Context: an optimization exercise on an open-source flow, tuned for small area. The choices shown serve that exercise and are no tape-out recipe.
Function was checked by simulation only, so behaviour that the tests miss may differ from the original.
Power is estimated from default activity; no workload was simulated.

==> flow/design.v <==
module HRALM4(
    input [15:0] x,
    input [15:0] y,
    input clk,
    input rst,
    output reg [31:0] p
    );
    wire  sign_factor;
    wire [16:0] PP_1;
    wire [29:0] PP_0;
    PP_1_gen High(
        .x1(x[15:13]),
        .y(y),
        .sign_factor(sign_factor),
        .PP(PP_1)
        );
    PP_0_gen Low(
        .x0(x[13:0]),
        .y0(y),
        .PP(PP_0)
        );
    wire [17:0] tmp1_add;
    wire [17:0] tmp2_add;
    wire [17:0] tmp_sum;
    assign tmp1_add = {PP_0[29],PP_0[29],PP_0[29:14]};
    assign tmp2_add = {PP_1[16],PP_1};
    wire [1:0] carry_adder;
    wire [1:0] sum_adder;
    FAd add0(tmp1_add[0],tmp2_add[0],sign_factor,carry_adder[0],tmp_sum[0]);
    FAd add1(tmp1_add[1],tmp2_add[1],carry_adder[0],carry_adder[1],tmp_sum[1]);
    adder16 ADDER(tmp1_add[17:2],tmp2_add[17:2],carry_adder[1],tmp_sum[17:2]);
    always @(posedge clk)
    begin
    if(rst)
      p = 32'd0;
    else
     p = {tmp_sum,PP_0[13:0]};
    end
endmodule
module PP_1_gen(
    input [2:0] x1,
    input [15:0] y,
    output sign_factor,
    output [16:0] PP
    );
    wire one, two, sign;
    code encode_block(
        .one(one),
        .two(two),
        .sign(sign),
        .y2(x1[2]),
        .y1(x1[1]),
        .y0(x1[0])
        );
    wire [16:0] tmp1_pp; 
    assign tmp1_pp = {y[15],y};  
    wire [17:0] out1;
    assign out1[0] = sign;
    genvar i;
    generate
        for ( i = 0; i < 17; i = i+1 )
            begin : pp_rad4_first 
            product pp_pr(tmp1_pp[i],out1[i],one,two,sign,PP[i],out1[i+1]);
            end
    endgenerate
    sgn_gen sign_gen(one,two,sign,sign_factor);
endmodule
module code(one,two,sign,y2,y1,y0);  
	input y2,y1,y0;                     
	output one,two,sign;                
	wire [1:0]k;                        
	xor x1(one,y0,y1);                  
	xor x2(k[1],y2,y1);                 
	not n1(k[0],one);                   
	and a1(two,k[0],k[1]);              
	assign sign=y2;                     
endmodule       
module product(x1,x0,one,two,sign,p,i);
	input x1,x0,sign,one,two;
	output p,i;
	wire [1:0] k;
	xor xo1(i,x1,sign);
	and a1(k[1],i,one);
	and a0(k[0],x0,two);
	or o1(p,k[1],k[0]);
endmodule
module sgn_gen(one,two,sign,sign_factor);
    input sign,one,two;
    output sign_factor;
    wire k;
    or o1(k,one,two);
    and a1(sign_factor,sign,k);
endmodule
module PP_0_gen(
    input signed [13:0] x0,
    input signed [15:0] y0,
    output signed [29:0] PP
    );
    wire [13:0] x0_abs;
    assign x0_abs = x0 ^ {14{x0[13]}};
    wire [15:0] k_x0;
    wire [15:0] tmp_abs;
    wire zero_x0;
    wire [3:0] k_x0_enc;
    assign tmp_abs = {2'b0,x0_abs};
    LOD16 lod_x0(
        .data_i(tmp_abs),
        .zero_o(zero_x0),
        .data_o(k_x0),
        .data_enc(k_x0_enc));
    wire [3:0] x_shift;
    wire [3:0] neg_kx;
    assign neg_kx = ~ k_x0_enc;
    LBarrel Lshift_x0(
        .data_i(tmp_abs),
        .shift_i(neg_kx),
        .data_o(x_shift));
    wire [15:0] y0_abs;
    assign y0_abs = y0 ^ {16{y0[15]}};
    wire [15:0] k_y0;
    wire zero_y0;
    wire [3:0] k_y0_enc;
    LOD16 lod_y0(
        .data_i(y0_abs),
        .zero_o(zero_y0),
        .data_o(k_y0),
        .data_enc(k_y0_enc));
    wire [3:0] y_shift;
    wire [3:0] neg_ky;
    assign neg_ky = ~ k_y0_enc;
    LBarrel Lshift_y0(
        .data_i(y0_abs),
        .shift_i(neg_ky),
        .data_o(y_shift));
    wire [8:0] x_log;
    wire [8:0] y_log;
    wire [8:0] p_log;
    assign x_log = {1'b0,k_x0_enc,x_shift};
    assign y_log = {1'b0,k_y0_enc,y_shift};
    assign p_log = x_log + y_log;
    wire [20:0] p_l1b;
    wire [4:0] l1_input;
    assign l1_input = {1'b1,p_log[3:0]};
    L1Barrel L1shift_plog(
        .data_i(l1_input),
        .shift_i(p_log[7:4]),
        .data_o(p_l1b));
    wire [29:0] PP_abs;
    assign PP_abs = p_log[8] ? p_l1b[20:4] << 16 :  p_l1b[20:4];
    wire p_sign;
    wire [29:0] PP_temp;
    assign p_sign = x0[13] ^ y0[15];
    assign PP_temp = PP_abs ^ {30{p_sign}};
    wire notZeroA, notZeroB, notZeroD;
    assign notZeroA = ~zero_x0;
    assign notZeroB = ~zero_y0;
    assign notZeroD = notZeroA & notZeroB;
    assign PP = notZeroD? PP_temp : 30'b0;
endmodule
module LOD16(
    input [15:0] data_i,
    output zero_o,
    output [15:0] data_o,
    output [3:0] data_enc
    );
    wire [15:0] z;
	wire [3:0] zdet;
	wire [3:0] select;
	assign zdet[3] = |(data_i[15:12]);
	assign zdet[2] = |(data_i[11:8]);
	assign zdet[1] = |(data_i[7:4]);
	assign zdet[0] = |(data_i[3:0]);
	assign zero_o =  ~(|zdet);
	LOD4 lod4_1 (
		.data_i(data_i[3:0]), 
		.data_o(z[3:0])
	);
    LOD4 lod4_2 (
        .data_i(data_i[7:4]), 
        .data_o(z[7:4])
        );
    LOD4 lod4_3 (
        .data_i(data_i[11:8]), 
        .data_o(z[11:8])
    );
    LOD4 lod2_4 (
        .data_i(data_i[15:12]), 
        .data_o(z[15:12])
    );
    LOD4 lod4_5 (
            .data_i(zdet), 
            .data_o(select)
        );
	wire [15:0] tmp_out;
	Muxes2in1Array4 Inst_MUX214_3 (
         .data_i(z[15:12]), 
         .select_i(select[3]), 
         .data_o(tmp_out[15:12])
     );
	Muxes2in1Array4 Inst_MUX214_2 (
        .data_i(z[11:8]), 
        .select_i(select[2]), 
        .data_o(tmp_out[11:8])
    );
	 Muxes2in1Array4 Inst_MUX214_1 (
        .data_i(z[7:4]), 
        .select_i(select[1]), 
        .data_o(tmp_out[7:4])
    );
	 Muxes2in1Array4 Inst_MUX214_0 (
		.data_i(z[3:0]), 
		.select_i(select[0]), 
		.data_o(tmp_out[3:0])
    );
    wire [2:0] low_enc; 
    assign low_enc = tmp_out[3:1] | tmp_out[7:5] | tmp_out[11:9] | tmp_out[15: 13];
    assign data_enc[3] = select[3] | select[2];
    assign data_enc[2] = select[3] | select[1];
    assign data_enc[1] = low_enc[2] | low_enc[1];
    assign data_enc[0] = low_enc[2] | low_enc[0];
    assign data_o = tmp_out;
endmodule
module LOD4(
    input [3:0] data_i,
    output [3:0] data_o
    );
	 wire mux0;
	 wire mux1;
	 wire mux2;
	 assign mux2 = (data_i[3]==1) ? 1'b0 : 1'b1;
	 assign mux1 = (data_i[2]==1) ? 1'b0 : mux2;
	 assign mux0 = (data_i[1]==1) ? 1'b0 : mux1;
	 assign data_o[3] = data_i[3];
	 assign data_o[2] =(mux2 & data_i[2]);
	 assign data_o[1] =(mux1 & data_i[1]);
	 assign data_o[0] =(mux0 & data_i[0]);
endmodule
module LOD2(
    input [1:0] data_i,
    output [1:0] data_o
    );
	 assign data_o[1] = data_i[1];
	 assign data_o[0] =(~data_i[1] & data_i[0]);
endmodule
module Muxes2in1Array4(
    input [3:0] data_i,
    input select_i,
    output [3:0] data_o
    );
	assign data_o[3] = select_i ? data_i[3] : 1'b0;
	assign data_o[2] = select_i ? data_i[2] : 1'b0;
	assign data_o[1] = select_i ? data_i[1] : 1'b0;
	assign data_o[0] = select_i ? data_i[0] : 1'b0;
endmodule
module Muxes2in1Array2(
    input [1:0] data_i,
    input select_i,
    output [1:0] data_o
    );
	assign data_o[1] = select_i ? data_i[1] : 1'b0;
	assign data_o[0] = select_i ? data_i[0] : 1'b0;
endmodule
module LBarrel(
    input [15:0] data_i,
    input [3:0] shift_i,
    output [3:0] data_o);
    reg [15:0] tmp;
    always @*
        case (shift_i)
           4'b0000: tmp = data_i;
           4'b0001: tmp = data_i << 1;
           4'b0010: tmp = data_i << 2;
           4'b0011: tmp = data_i << 3;
           4'b0100: tmp = data_i << 4;
           4'b0101: tmp = data_i << 5;
           4'b0110: tmp = data_i << 6;
           4'b0111: tmp = data_i << 7;
           4'b1000: tmp = data_i << 8;
           4'b1001: tmp = data_i << 9;
           4'b1010: tmp = data_i << 10;
           4'b1011: tmp = data_i << 11;
           4'b1100: tmp = data_i << 12;
           4'b1101: tmp = data_i << 13;
           4'b1110: tmp = data_i << 14;
           default: tmp = data_i << 15;
        endcase
    assign data_o[3:1] = tmp[14:12];
    assign data_o[0] = 1'b1;
endmodule
module L1Barrel(
    input [4:0] data_i,
    input [3:0] shift_i,
    output reg [20:0] data_o);
    always @*
        case (shift_i)
           4'b0000: data_o = data_i;
           4'b0001: data_o = data_i << 1;
           4'b0010: data_o = data_i << 2;
           4'b0011: data_o = data_i << 3;
           4'b0100: data_o = data_i << 4;
           4'b0101: data_o = data_i << 5;
           4'b0110: data_o = data_i << 6;
           4'b0111: data_o = data_i << 7;
           4'b1000: data_o = data_i << 8;
           4'b1001: data_o = data_i << 9;
           4'b1010: data_o = data_i << 10;
           4'b1011: data_o = data_i << 11;
           4'b1100: data_o = data_i << 12;
           4'b1101: data_o = data_i << 13;
           4'b1110: data_o = data_i << 14;
           default: data_o = data_i << 15;
        endcase
endmodule
module RBarell(
    input [1:0] data_i,
    input [1:0] shift_i,
    output [2:0] data_o);
    assign data_o[2] = ~(shift_i[0] | shift_i[1]);
    assign data_o[1] = ~shift_i[1] | (data_i[1] & ~shift_i[0]);
    assign data_o[0] = (~shift_i[0] & data_i[0]) | (~shift_i[0] & shift_i[1]) | (~shift_i[1] & shift_i[0] & data_i[1]);
endmodule
module FAd(a,b,c,cy,sm);
	input a,b,c;
	output cy,sm;
	wire x,y,z;
	xor x1(x,a,b);
	xor x2(sm,x,c);
	and a1(y,a,b);
	and a2(z,x,c);
	or o1(cy,y,z);
endmodule 
module HAd(a,b,cy,sm);
	input a,b;
	output cy,sm;
	assign cy = a & b;
	assign sm = a ^ b;
endmodule 
module adder16(X,Y,carry_in,Z);
	input [15:0]X;
	input [15:0]Y;
	input carry_in;
	output [15:0]Z;
	wire c[3:1];
	adder4 A1(Z[3:0],c[1],X[3:0],Y[3:0],carry_in);
	adder4 A2(Z[7:4],c[2],X[7:4],Y[7:4],c[1]);
	adder4 A3(Z[11:8],c[3],X[11:8],Y[11:8],c[2]);
	adder4 A4(Z[15:12],Carry,X[15:12],Y[15:12],c[3]);
endmodule
module adder4(Sum,Cout,A,B,Cin);
	input [3:0]A,B;
	input Cin;
	output [3:0]Sum;
	output Cout;
	wire c[3:1], p[3:0], g[3:0];
	assign p[0]=A[0]^B[0], p[1]=A[1]^B[1], p[2]=A[2]^B[2], p[3]=A[3]^B[3];
	assign g[0]=A[0]&B[0], g[1]=A[1]&B[1], g[2]=A[2]&B[2], g[3]=A[3]&B[3];
	assign c[1]=g[0] | (p[0]&Cin);
	assign c[2]=g[1] | (p[1]&g[0]) | (p[1]&p[0]&Cin);
	assign c[3]=g[2] | (p[2]&g[1]) | (p[2]&p[1]&g[0]) | (p[2]&p[1]&p[0]&Cin);
	assign Cout=g[3] | (p[3]&g[2]) | (p[3]&p[2]&g[1]) | (p[3]&p[2]&p[1]&g[0]) | (p[3]&p[2]&p[1]&p[0]&Cin);
	assign Sum[0]=p[0]^Cin, Sum[1]=p[1]^c[1], Sum[2]=p[2]^c[2], Sum[3]=p[3]^c[3];
endmodule
==> flow/run.sh <==
#!/bin/bash
# synth_recipe.tcl (not shown) runs the flow's synth.tcl, then flattens the netlist and writes it again
# the make line also repeats each setting of config.mk as NAME=value (left out here)
make -C /OpenROAD-flow-scripts/flow DESIGN_CONFIG=/design/flow/config.mk WORK_HOME=/design/flow/orfs CLKGATE_MAP_FILE= SYNTH_SCRIPT=/design/flow/synth_recipe.tcl finish
==> flow/config.mk <==
export PLATFORM = sky130hd
export DESIGN_NAME = HRALM4
export DESIGN_NICKNAME = HRALM4
export VERILOG_FILES = /design/flow/design.v
export SDC_FILE = /design/flow/constraint.sdc
export NUM_CORES = 4
export LEC_CHECK = 0
export CAP_MARGIN = 20
export CORE_MARGIN = 2
export CORE_UTILIZATION = 40
export PLACE_DENSITY_LB_ADDON = 0.2
export SLEW_MARGIN = 20
==> flow/constraint.sdc <==
create_clock -name core_clock -period 12.0 [get_ports {clk}]
set_input_delay 2.4000 -clock core_clock [delete_from_list [all_inputs] [get_ports {clk}]]
set_output_delay 2.4000 -clock core_clock [all_outputs]
set_load 0.01 [all_outputs]
==> qor.txt <==
Status: timing/DRC/antenna clean
Worst Path Required: 12130 ps
DR vias/cell: 6.16
Top-area cell type share of the netlist area: 13.2%
Post-Syn Instances: 669
Die Wd: 114 um
Switching power: 300 uW
Layout cell share with drive strength beyond 1: 6.73%
First-pass GRT wire length: 23.6 mm
CP Class: input pin to register
Post-Route WL: 14.3 mm
NumNets Final: 747
I/O pin cnt: 66
Critical path's slowest cell: clkdlybuf4s50_1
H-Tree Depth: 2
Remaining DRCs: 0
1st-iter DRT viols: 431
Final min period: 10590 ps
CP peak stage delay: 740 ps
Placed cell area: 0.00546 mm2
Final antenna diode count: 0
Layout filler cell count: 1222
Mean Syn Cell Area: 7.27 um2
Inserted Clock Buffers: 5
Startpoint Class: input pin
CP max FO: 18
Normalized max-slew margin: 34.5%
Design area: 0.00559 mm2
Max_cap viols: 0
Clock share of power: 15.0%
EDFF count, synth: 0
CTS tree: built
Unique masters post-synth: 85
Comb power frac: 65.3%
WP data arrival: 10720 ps
IO Port Bufs: 65
Most used cell, CP: a21oi_1
Final setup TNS: 0 ps
Hold buffers post-CTS: 0
Drt pass-1 iters: 7
Vias: 5117
Ys async rst share: 0%
Post-CTS setup buffer count: 0
Sequential share of power: 19.7%
Internal: 420 uW
DIE AREA: 0.0131 mm2
Final Core Density: 46.8%
Initial antenna violation count: 0
Largest cells by area after synthesis: dfxtp_1 13%, mux2i_1 6.8%, nor2_1 5.6%
Leak pwr: 0.00218 uW
Net Count, Synth: 730
GRT Overall Usage: 21.9%
DIE HEIGHT: 114 um
VDD IR-drop max: 0.0526 mV
Final Hold Vio Count: 0
Area leader, netlist: dfxtp_1
Largest net degree at the start of global routing: 57
Fin. max-slew vios: 0
Worst-Margin Slew: 979 ps
Placer's final routability congestion estimate: 0.896
Vias in the first global route: 4817
Peak Freq: 0.0944 GHz
RSZ-0062 raised after global routing: no
GR Overflow Total: 0
Worst slack, placed: 1180 ps
Initial core utilization: 40.7%
Ys flop type: dfxtp_1
Pwr/cell area: 129 mW/mm2
Area growth, synth to finish: 14.9%
Core Area: 0.0120 mm2
Total Power: 720 uW
Hpwl dp: 11.2 mm
Crit. End Element: register
Synth warn: 7
Worst setup margin: 1410 ps
Largest register FFs: 32
Seq/Total Area, Yosys: 13.2%
# setup viols final: 0
Post-CTS sizing: 0
Std-Cell Rows: 40
CTS Buffer Depth: 2
Area of the mapped netlist: 0.00487 mm2
Sw frac: 41.6%
Clk Tree Root Cell: clkbuf_16
Seq cells post-synth: 32
Remaining antenna violation count after routing: 0
Final Cycle Share: 88.3%
Sink Count: 32
CTS clk-pin slew, worst paths: 40 ps
Routed wire per std cell: 17.2 um
Tightest Hold Check Type: input pin to register
## cells in the mapped netlist (4+ instances only)
cell type,instances
nand4_1,5
nand2_1,52
xor2_1,20
a31oi_1,6
o211ai_1,4
clkbuf_1,48
dfxtp_1,32
nor3b_1,4
fa_1,7
buf_2,5
inv_1,17
xnor2_1,20
o31ai_1,4
and3_1,9
a22o_1,4
nand2b_1,11
o221ai_1,10
ha_1,20
a21o_1,8
nor2b_1,11
or3_1,8
a22oi_1,15
nand3_1,18
nor3_1,20
o22ai_1,18
a221o_1,7
o21ai_0,35
mux2i_1,33
nor2_1,73
a221oi_1,11
or2_2,6
o311ai_0,4
o21a_1,4
buf_6,4
a21oi_1,40
## per-stage QoR
stage / hold slack [ps] / cells
detailed placement: 3130 / 825
finish: 3100 / 831
global placement: 3140 / 825
floorplan: 2600 / 669
CTS: 3120 / 830
global route: 3190 / 831
## cell families (layout without fill, tap and decap cells)
logic type,after synthesis,in the layout,share of synthesized area [%]
AND/OR/NAND/NOR,243,243,25.1
AO/OA/AOI/OAI,213,213,31.9
buffers and inverters,77,92,6.69
XOR/XNOR,41,41,7.69
multiplexers,36,36,7.48
flip-flops,32,32,13.2
adder cells (fa/ha/maj),27,27,8.02
## critical path, delay by kind of cell
family / cells / cell delay [ps]
and+or+nand+nor: 9 / 2020
xor gates and xnor gates: 2 / 260
buffers and inverters: 3 / 840
AOI/OAI and AO/OA: 17 / 4000
adders and majority gates: 4 / 1200
## final cells by class
class | count | area (um2) | share of cell area (%)
sequential | 32 | 641 | 11.5
multi-input combinational | 560 | 3900 | 69.7
tap | 147 | 184 | 3.29
inverter | 18 | 67.6 | 1.21
clock buffer | 5 | 125 | 2.24
timing repair buffer | 69 | 676 | 12.1
## path summary, 6_finish.rpt
check,startpoint,endpoint,slack (ps),cells past startpoint
setup / recovery,y[10],p[29],1410,35
hold / removal,rst,p[18],3100,2
## power groups by stage
stage | Clock (uW) | Combinational, uW | Sequential, uW
final | 108 | 470 | 142
after global routing | 115 | 522 | 144
after CTS | 111 | 468 | 142
after detailed placement | 0 | 466 | 144
after global placement | 0 | 461 | 143
after floorplan | 0 | 312 | 159
## placed cells by master, fill, tap and decap left out, types with 7 or more instances in the layout
master / instances
mux2i_1: 33
xor2_1: 20
a21oi_1: 40
inv_1: 17
xnor2_1: 20
nor2b_1: 11
o221ai_1: 10
fa_1: 7
clkdlybuf4s50_1: 64
a221oi_1: 11
a21o_1: 8
dfxtp_1: 32
ha_1: 20
nand3_1: 18
o21ai_0: 35
a22oi_1: 15
and3_1: 9
or3_1: 8
a221o_1: 7
nand2_1: 52
nand2b_1: 11
nor2_1: 73
nor3_1: 20
o22ai_1: 18
## layer usage
layer	global-route usage [%]	up-vias	routed length (um)
met5	0	-	0
met4	6.18	0	267
met3	1.85	22	741
met2	38.8	199	6850
met1	28.4	2374	6430
li1	-	2522	-

[what the ideal ports hide]
Ports are ideal in the flow. The routed layout listed here was re-timed in OpenROAD. Step 1: set_driving_cell puts a clkbuf_16 on clk and a buf_2 on each other input, an assumption about the parent block. Step 2 moves the port delays by t, midway between the first and last clock arrival at a register: inputs arrive t later, outputs are due t later. That takes back most of the time a late clock gives input paths. Slacks: ideal ports / drivers / drivers and shift; pairs: ideal ports / drivers.
t (ns): 0.298
slack for setup (ns): 1.407 / 1.417 / 1.119
slew at the worst register clock pin (ns): 0.04 / 0.04
worst slew at a driven data input, ns: 0.03
After both steps setup and hold are still met in this run. The setup slack of this run moves by +0.010 ns with the drivers and by -0.288 ns with both steps.
